Background: an optimization exercise with open tools, aiming at small area. Do not read the settings as production practice. For this run, only the layout was checked, not whether the RTL still works.

--- flow/run.sh ---
#!/bin/bash
# synth_recipe.tcl (not shown) runs the flow's synth.tcl, then flattens the netlist and writes it again
# the make line also repeats each setting of config.mk as NAME=value (left out here)
make -C /OpenROAD-flow-scripts/flow DESIGN_CONFIG=/design/flow/config.mk WORK_HOME=/design/flow/orfs CLKGATE_MAP_FILE= SYNTH_SCRIPT=/design/flow/synth_recipe.tcl finish
--- flow/config.mk ---
export PLATFORM = sky130hd
export DESIGN_NAME = viterbi
export DESIGN_NICKNAME = viterbi
export VERILOG_FILES = /design/flow/design.v
export SDC_FILE = /design/flow/constraint.sdc
export NUM_CORES = 4
export LEC_CHECK = 0
export CAP_MARGIN = 20
export CORE_MARGIN = 2
export CORE_UTILIZATION = 40
export SLEW_MARGIN = 20
--- flow/constraint.sdc ---
create_clock -name core_clock -period 12.0 [get_ports {clk}]
set_input_delay 2.4000 -clock core_clock [delete_from_list [all_inputs] [get_ports {clk}]]
set_output_delay 2.4000 -clock core_clock [all_outputs]
set_load 0.01 [all_outputs]
--- flow/design.v ---
module dff(D, Q, Clock, Reset);
	parameter CARDINALITY = 1;
	input  [CARDINALITY-1:0] D;
	output reg [CARDINALITY-1:0] Q;
	input Clock;
	input Reset;
	always @(posedge Clock)
		if (Reset != 0) Q <= D;
		else Q <= 0;
endmodule
`timescale 1ns / 1ps
module subset_decode(in0, in1, in2, in3, in4, in5, in6, in7, s0, s1, s2, s3, sout0, sout1, sout2, sout3, clk, reset);
    input [2:0] in0;
    input [2:0] in1;
    input [2:0] in2;
    input [2:0] in3;
    input [2:0] in4;
    input [2:0] in5;
    input [2:0] in6;
    input [2:0] in7;
    output [2:0] s0;
    output [2:0] s1;
    output [2:0] s2;
    output [2:0] s3;
    output sout0;
    output sout1;
    output sout2;
    output sout3;
    input clk;
    input reset;
	 wire [2:0] sub0,sub1,sub2,sub3,sub4,sub5,sub6,sub7;
	dff #(3) subout0(in0, sub0, clk, reset);
	dff #(3) subout1(in1, sub1, clk, reset);
	dff #(3) subout2(in2, sub2, clk, reset);
	dff #(3) subout3(in3, sub3, clk, reset);
	dff #(3) subout4(in4, sub4, clk, reset);
	dff #(3) subout5(in5, sub5, clk, reset);
	dff #(3) subout6(in6, sub6, clk, reset);
	dff #(3) subout7(in7, sub7, clk, reset);
	function [2:0] subset_decode; input [2:0] a,b;
	begin
	subset_decode = 0;
	if (a<=b) subset_decode = a; else subset_decode = b;
	end
	endfunction
	function set_control; input [2:0] a,b;
	begin
	if (a<=b) set_control = 0; else set_control = 1;
	end
	endfunction
	assign s0 = subset_decode (sub0,sub4);
	assign s1 = subset_decode (sub1,sub5);
	assign s2 = subset_decode (sub2,sub6);
	assign s3 = subset_decode (sub3,sub7);
	assign sout0 = set_control(sub0,sub4);
	assign sout1 = set_control(sub1,sub5);
	assign sout2 = set_control(sub2,sub6);
	assign sout3 = set_control(sub3,sub7);
endmodule
`timescale 1ns / 1ps
module metric(m_in0, m_in1, m_in2, m_in3, m_out0, m_out1, m_out2, m_out3, clk, reset);
    input [4:0] m_in0;
    input [4:0] m_in1;
    input [4:0] m_in2;
    input [4:0] m_in3;
    output [4:0] m_out0;
    output [4:0] m_out1;
    output [4:0] m_out2;
    output [4:0] m_out3;
    input clk;
    input reset;
	dff #(5) metric3(m_in3, m_out3, clk, reset);
	dff #(5) metric2(m_in2, m_out2, clk, reset);
	dff #(5) metric1(m_in1, m_out1, clk, reset);
	dff #(5) metric0(m_in0, m_out0, clk, reset);
endmodule
`timescale 1ns / 1ps
module compute_metric(m_out0, m_out1, m_out2, m_out3, s0, s1, s2, s3, p0_0, p2_0, p0_1, p2_1, p1_2, p3_2, p1_3, p3_3, error);
    input [4:0] m_out0;
    input [4:0] m_out1;
    input [4:0] m_out2;
    input [4:0] m_out3;
    input [2:0] s0;
    input [2:0] s1;
    input [2:0] s2;
    input [2:0] s3;
    output [4:0] p0_0;
    output [4:0] p2_0;
    output [4:0] p0_1;
    output [4:0] p2_1;
    output [4:0] p1_2;
    output [4:0] p3_2;
    output [4:0] p1_3;
    output [4:0] p3_3;
    output error;
	 assign
	p0_0 = m_out0 + s0,
	p2_0 = m_out2 + s2,
	p0_1 = m_out0 + s2,
	p2_1 = m_out2 + s0,
	p1_2 = m_out1 + s1,
	p3_2 = m_out3 + s3,
	p1_3 = m_out1 + s3,
	p3_3 = m_out3 + s1;
	function is_error; input x1,x2,x3,x4,x5,x6,x7,x8;
	begin
	if (x1||x2||x3||x4||x5||x6||x7||x8) is_error = 1;
	else is_error = 0;
	end
	endfunction
	assign 
	error = is_error(p0_0[4],p2_0[4],p0_1[4],p2_1[4],
	p1_2[4],p3_2[4],p1_3[4],p3_3[4]);
endmodule
`timescale 1ns / 1ps
module compare_select(p0_0, p2_0, p0_1, p2_1, p1_2, p3_2, p1_3, p3_3, out0, out1, out2, out3, ACS0, ACS1, ACS2, ACS3);
    input [4:0] p0_0;
    input [4:0] p2_0;
    input [4:0] p0_1;
    input [4:0] p2_1;
    input [4:0] p1_2;
    input [4:0] p3_2;
    input [4:0] p1_3;
    input [4:0] p3_3;
    output [4:0] out0;
    output [4:0] out1;
    output [4:0] out2;
    output [4:0] out3;
    output ACS0;
    output ACS1;
    output ACS2;
    output ACS3;
	function [4:0] find_min_metric; input [4:0] a,b;
		begin
			if (a <= b) find_min_metric = a; else find_min_metric = b;
		end
	endfunction
	function set_control; input [4:0] a,b;
		begin
			if (a <= b) set_control = 0; else set_control = 1;
		end
	endfunction
	assign out0 = find_min_metric(p0_0,p2_0);
	assign out1 = find_min_metric(p0_1,p2_1);
	assign out2 = find_min_metric(p1_2,p3_2);
	assign out3 = find_min_metric(p1_3,p3_3);
	assign ACS0 = set_control (p0_0,p2_0);
	assign ACS1 = set_control (p0_1,p2_1);
	assign ACS2 = set_control (p1_2,p3_2);
	assign ACS3 = set_control (p1_3,p3_3);
endmodule
`timescale 1ns / 1ps
module reduce(in0, in1, in2, in3, m_in0, m_in1, m_in2, m_in3, control);
    input [4:0] in0;
    input [4:0] in1;
    input [4:0] in2;
    input [4:0] in3;
    output [4:0] m_in0;
    output [4:0] m_in1;
    output [4:0] m_in2;
    output [4:0] m_in3;
    output [1:0] control;
	wire [4:0] smallest;
function [4:0] find_smallest;
input [4:0] in0,in1,in2,in3; reg [4:0] a,b;
begin
if(in0 <= in1) a = in0; else a = in1;
if(in2 <= in3) b = in2; else b = in3;
if(a <= b) find_smallest = a;
else find_smallest = b;
end
endfunction
function [1:0] smallest_no;
input [4:0] in0,in1,in2,in3,smallest;
begin
if(smallest == in0) smallest_no = 0;
else if (smallest == in1) smallest_no = 1;
else if (smallest == in2) smallest_no = 2;
else smallest_no = 3;
end
endfunction
assign smallest = find_smallest(in0,in1,in2,in3);
assign m_in0 = in0 - smallest;
assign m_in1 = in1 - smallest;
assign m_in2 = in2 - smallest;
assign m_in3 = in3 - smallest;
assign control = smallest_no(in0,in1,in2,in3,smallest);
endmodule
`timescale 1ns / 1ps
module pathin(sout0, sout1, sout2, sout3, ACS0, ACS1, ACS2, ACS3, path0, clk, reset);
    input sout0;
    input sout1;
    input sout2;
    input sout3;
    input ACS0;
    input ACS1;
    input ACS2;
    input ACS3;
    input clk;
    input reset;
    output [11:0] path0;
	wire [2:0] sig0,sig1,sig2,sig3; wire [11:0] path_in;
	dff #(12) firstpath(path_in,path0,clk,reset);
	function [2:0] subset0; input sout0;
	begin
	if(sout0 == 0) subset0 = 0; else subset0 = 4;
	end
	endfunction
	function [2:0] subset1; input sout1;
	begin
	if(sout1 == 0) subset1 = 1; else subset1 = 5;
	end
	endfunction
	function [2:0] subset2; input sout2;
	begin
	if(sout2 == 0) subset2 = 2; else subset2 = 6;
	end
	endfunction
	function [2:0] subset3; input sout3;
	begin
	if(sout3 == 0) subset3 = 3; else subset3 = 7;
	end
	endfunction
	function [2:0] find_path; input [2:0] a,b; input control;
	begin
	if(control==0) find_path = a; else find_path = b;
	end
	endfunction
	assign sig0 = subset0(sout0);
	assign sig1 = subset1(sout1);
	assign sig2 = subset2(sout2);
	assign sig3 = subset3(sout3);
	assign path_in[11:9] = find_path(sig0,sig2,ACS0);
	assign path_in[ 8:6] = find_path(sig2,sig0,ACS1);
	assign path_in[ 5:3] = find_path(sig1,sig3,ACS2);
	assign path_in[ 2:0] = find_path(sig3,sig1,ACS3);
endmodule
`timescale 1ns / 1ps
module path(in, out, clk, reset, ACS0, ACS1, ACS2, ACS3);
    input [11:0] in;
    output [11:0] out;
    input clk;
    input reset;
    input ACS0;
    input ACS1;
    input ACS2;
    input ACS3;
	 wire [11:0] p_in;
	dff #(12) path0(p_in,out,clk,reset);
	function [2:0] shift_path; input [2:0] a,b; input control;
	begin
	if (control == 0) shift_path = a; else shift_path = b;
	end
	endfunction
	assign p_in[11:9] = shift_path(in[11:9],in[5:3],ACS0);
	assign p_in[ 8:6] = shift_path(in[11:9],in[5:3],ACS1);
	assign p_in[ 5:3] = shift_path(in[8: 6],in[2:0],ACS2);
	assign p_in[ 2:0] = shift_path(in[8: 6],in[2:0],ACS3);
endmodule
`timescale 1ns / 1ps
module path_memory(p0, p1, p2, p3, path0, clk, reset, ACS0, ACS1, ACS2, ACS3);
    output [2:0] p0;
    output [2:0] p1;
    output [2:0] p2;
    output [2:0] p3;
    input [11:0] path0;
    input clk;
    input reset;
    input ACS0;
    input ACS1;
    input ACS2;
    input ACS3;
	 wire [11:0]out1,out2,out3,out4,out5,out6,out7,out8,out9,out10,out11;
	path x1 (path0,out1 ,clk,reset,ACS0,ACS1,ACS2,ACS3),
	x2 (out1, out2 ,clk,reset,ACS0,ACS1,ACS2,ACS3),
	x3 (out2, out3 ,clk,reset,ACS0,ACS1,ACS2,ACS3),
	x4 (out3, out4 ,clk,reset,ACS0,ACS1,ACS2,ACS3),
	x5 (out4, out5 ,clk,reset,ACS0,ACS1,ACS2,ACS3),
	x6 (out5, out6 ,clk,reset,ACS0,ACS1,ACS2,ACS3),
	x7 (out6, out7 ,clk,reset,ACS0,ACS1,ACS2,ACS3),
	x8 (out7, out8 ,clk,reset,ACS0,ACS1,ACS2,ACS3),
	x9 (out8, out9 ,clk,reset,ACS0,ACS1,ACS2,ACS3),
	x10(out9, out10,clk,reset,ACS0,ACS1,ACS2,ACS3),
	x11(out10,out11,clk,reset,ACS0,ACS1,ACS2,ACS3);
	assign p0 = out11[11:9];
	assign p1 = out11[ 8:6];
	assign p2 = out11[ 5:3];
	assign p3 = out11[ 2:0];
endmodule
`timescale 1ns / 1ps
module out_decision(p0, p1, p2, p3, control, out);
    input [2:0] p0;
    input [2:0] p1;
    input [2:0] p2;
    input [2:0] p3;
    input [1:0] control;
    output [2:0] out;
		function [2:0] decide;
	input [2:0] p0,p1,p2,p3; input [1:0] control;
	begin
	if(control == 0) decide = p0;
	else if(control == 1) decide = p1;
	else if(control == 2) decide = p2;
	else decide = p3;
	end
	endfunction
	assign out = decide(p0,p1,p2,p3,control);
endmodule
`timescale 1ns / 1ps
module viterbi(in0, in1, in2, in3, in4, in5, in6, in7, out, clk, reset, error);
    input [2:0] in0;
    input [2:0] in1;
    input [2:0] in2;
    input [2:0] in3;
    input [2:0] in4;
    input [2:0] in5;
    input [2:0] in6;
    input [2:0] in7;
    output [2:0] out;
    input clk;
    input reset;
    output error;
	 wire sout0,sout1,sout2,sout3;
    wire [2:0] s0,s1,s2,s3;
    wire [4:0] m_in0,m_in1,m_in2,m_in3;
    wire [4:0] m_out0,m_out1,m_out2,m_out3;
    wire [4:0] p0_0,p2_0,p0_1,p2_1,p1_2,p3_2,p1_3,p3_3;
    wire ACS0,ACS1,ACS2,ACS3;
    wire [4:0] out0,out1,out2,out3;
    wire [1:0] control;
    wire [2:0] p0,p1,p2,p3;
    wire [11:0] path0;
    subset_decode u1(in0,in1,in2,in3,in4,in5,in6,in7,
	s0,s1,s2,s3,sout0,sout1,sout2,sout3,clk,reset);
	metric u2(m_in0,m_in1,m_in2,m_in3,m_out0,
	m_out1,m_out2,m_out3,clk,reset);
	compute_metric u3(m_out0,m_out1,m_out2,m_out3,s0,s1,s2,s3,
	p0_0,p2_0,p0_1,p2_1,p1_2,p3_2,p1_3,p3_3,error);
	compare_select u4(p0_0,p2_0,p0_1,p2_1,p1_2,p3_2,p1_3,p3_3,
	out0,out1,out2,out3,ACS0,ACS1,ACS2,ACS3);
	reduce u5(out0,out1,out2,out3,
	m_in0,m_in1,m_in2,m_in3,control);
	pathin u6(sout0,sout1,sout2,sout3,
	ACS0,ACS1,ACS2,ACS3,path0,clk,reset);
	path_memory u7(p0,p1,p2,p3,path0,clk,reset,
	ACS0,ACS1,ACS2,ACS3);
	out_decision u8(p0,p1,p2,p3,control,out);
endmodule
==> metrics.yaml <==
status: "no timing/DRC/antenna violations"
drive_gt1_frac: 0.104
die_h_um: 163
cts_hold_buf: 0
placementRows: 58
synth.most_common_cell: "dfxtp_1"
synth_top_area_frac: 0.368
required_ps: 9600
cts_max_level: 4
final_max_slew_viol_count: 0
post-place-ws_ps: 125
ys_seq_elements: 185
grt_max_degree: 115
synth_compound_area_frac: 0.176
tns_ps: 0
rsz0062_at_grt: "no"
muxShareOfSynthArea: 0.0806
syn_area_per_cell_um2: 8.63
rrSetupSlack_ps: 3230
clkTransAtPathRegs_ps: 70
clk_path_buf_depth: 2
fin_crit_sh: 0.945
worstPathMaxFanout: 7
cts_root_buffer: "clkbuf_16"
yosysUniqueCellTypes: 85
via_count: 8138
grt_pass1_wl_um: 40100
cts_tree: "yes"
numCtsBuffers: 17
synthArstFlopShare: 0
crit_arrival_ps: 8940
synthTopCellsByCount: "dfxtp_1, nand2_1, nor2_1, a21oi_1, ha_1"
synthSimpleGateAreaFrac: 0.184
setup_viol: 0
worstRegToRegCells: 40
rr_endpoint: "u2.metric3.Q[4]"
ys_seq_area_frac: 0.368
synth-edff-count: 0
grt_overflow: 0
crit_slowest_cell: "fa_2"
stdcell_count: 1541
initial_core_util: 0.404
clk_latency_ps: 430
timing.critical_path.mode_cell: "ha_1"
crit_path_end_kind: "primary output"
syn_to_final_growth_pct: 15.6
dp_hpwl_um: 17200
die-area_um2: 26500
drc: 0
slew_headroom: 0.323
synth_area_um2: 10100
final.setup_skew_ps: 17.3
synth_top_area_cell: "dfxtp_1"
ios: 30
synth_top_family_by_area: "simple AND/OR/NAND/NOR gates"
worst_pin_slew_ps: 1010
grt_pass1_vias: 8093
synthAdderAreaFrac: 0.120
cp-endpoint: "out[1]"
place_inst: 1501
syn_inst: 1168
grt_antenna_before_repair: 0
yosysWarnings: 10
cts.sinks: 185
fin_nets: 1312
synthXorXnorAreaFrac: 0.0269
ant_nets: 0
hp-class: "reg -> reg"
io_buffers: 29
period_needed_ps: 11340
crit_type: "reg -> out"
wirelength_um: 24300
place.gp.congestion: 0.879
firstDrtPassIters: 7
setup.worst_path.start_class: "flop"
drv_cap: 0
fin_ws_ps: 663
crit_path_max_incr_delay_ps: 580
diodes: 0
worst_hold_slack_ps: 448
fp.dieW_um: 163
max_freq_mhz: 88.2
syn_nets: 1282
synthTopCellsByArea: "dfxtp_1, ha_1, mux2i_1, nand2_1, a21oi_1"
drt-initial-drc-count: 436
synth-main-ff-cell: "dfxtp_1"
r2r_start: "u1.subout6.Q[1]"
track_usage: 0.190
cp-startpoint: "u1.subout6.Q[1]"
core_area_um2: 25000
hold_viol_final: 0
viasPerCell: 5.28
routedWlPerCell_um: 15.8
how the worst min path moves through the flow:
stage,cells after the start,slack [ps],from,endpoint
finish,2,450,u7.x7.path0.Q[2],u7.x8.path0.Q[2]
global route,2,470,u7.x10.path0.Q[2],u7.x11.path0.Q[5]
CTS,2,450,u7.x7.path0.Q[2],u7.x8.path0.Q[2]
detailed placement,2,440,u7.x9.path0.Q[1],u7.x10.path0.Q[1]
global placement,2,440,u7.x8.path0.Q[1],u7.x9.path0.Q[1]
floorplan,2,430,u6.firstpath.Q[1],u7.x1.path0.Q[1]
flip-flops by register name, summed over array words and instances, names as in the netlist, 5 cells and up:
signal / cells
u6.firstpath.Q: 9
u7.x3.path0.Q: 12
u7.x7.path0.Q: 12
u7.x4.path0.Q: 12
u2.metric0.Q: 5
u2.metric2.Q: 5
u7.x5.path0.Q: 12
u2.metric1.Q: 5
u7.x6.path0.Q: 12
u7.x9.path0.Q: 12
u7.x1.path0.Q: 12
u7.x2.path0.Q: 12
u7.x8.path0.Q: 12
u7.x11.path0.Q: 12
u2.metric3.Q: 5
u7.x10.path0.Q: 12
repair_timing:
item,CTS,global route
resized for setup,12,43
pin swaps,0,5
setup buffers,0,8
cloned,0,0
setup endpoints to repair,3,3
layer usage:
| metal | wire (um) | part of all wire | global-route usage | vias to the layer above |
|---|---|---|---|---|
| met1 | 11100 | 0.46 | 0.238 | 3858 |
| met2 | 11800 | 0.49 | 0.331 | 138 |
| met4 | 715 | 0.029 | 0.0720 | 0 |
| met3 | 706 | 0.029 | 0.0257 | 47 |
| li1 | - | - | - | 4095 |
| met5 | 0 | 0 | 0 | - |
placed cells by master, fill, tap and decap left out, types with 15 or more instances in the layout:
cell / synthesis / layout
a21o_1: 21 / 21
a21oi_1: 102 / 95
and2_1: 31 / 31
buf_4: 1 / 25
clkbuf_16: 0 / 17
clkdlybuf4s50_1: 0 / 26
dfxtp_1: 185 / 185
ha_1: 77 / 77
inv_1: 72 / 72
mux2i_1: 71 / 69
nand2_1: 172 / 172
nor2_1: 107 / 107
nor2b_1: 15 / 15
xnor2_1: 18 / 18
cell type report:
class,count,area [um^2]
fillers,2398,13300
clock buffers,19,443
well taps,330,413
repair buffers,57,519
clock inverters,13,156
multi-input cells,864,6130
inverters,73,277
flip-flops and latches,185,3700
stage by stage:
stage          area [um^2]   util
5_1_grt              11600  0.466
3_5_place_dp         10800  0.432
2_1_floorplan        10100      -
6_report             11600  0.466
3_3_place_gp         10800  0.432
4_1_cts              11400  0.457
critical path, delay by kind of cell (launching register included):
kind,cells,cell delay [ps]
simple gates,7,1510
compound gates,16,2950
flops,1,320
mux,2,650
fa+ha+maj,7,2430
buf+inv,6,630
cells by family after synthesis:
kind of cell	count (synthesis)
buf+inv	119
xor+xnor	31
fa+ha+maj	90
simple gates	407
mux	80
flops	185
compound gates	256

-- port drivers added, routing unchanged --
The results above use ideal ports. As a check the final layout listed here was re-extracted and re-timed, cells and wires unchanged.
Step 1: set_driving_cell puts a clkbuf_16 on clk and a buf_2 on each other input, an assumption about the parent block.
Step 2 adds t to the input delays and takes it off the output delays; t is the mean of the earliest and latest rising clock arrival at the registers after step 1. Input paths then give back, and output paths get back, about the clock's delay inside the block.
a / b / c = no drivers / after step 1 / after step 2; a / b = the first two.
t (ns): 0.472
slack for setup (ns): 0.663 / 0.617 / 1.089
hold slack, ns: 0.448 / 0.448 / 0.448
worst setup path after step 2: register to output
After both steps setup and hold are still met in this run. The setup slack of this run moves by -0.046 ns with the drivers and by +0.426 ns with both steps.
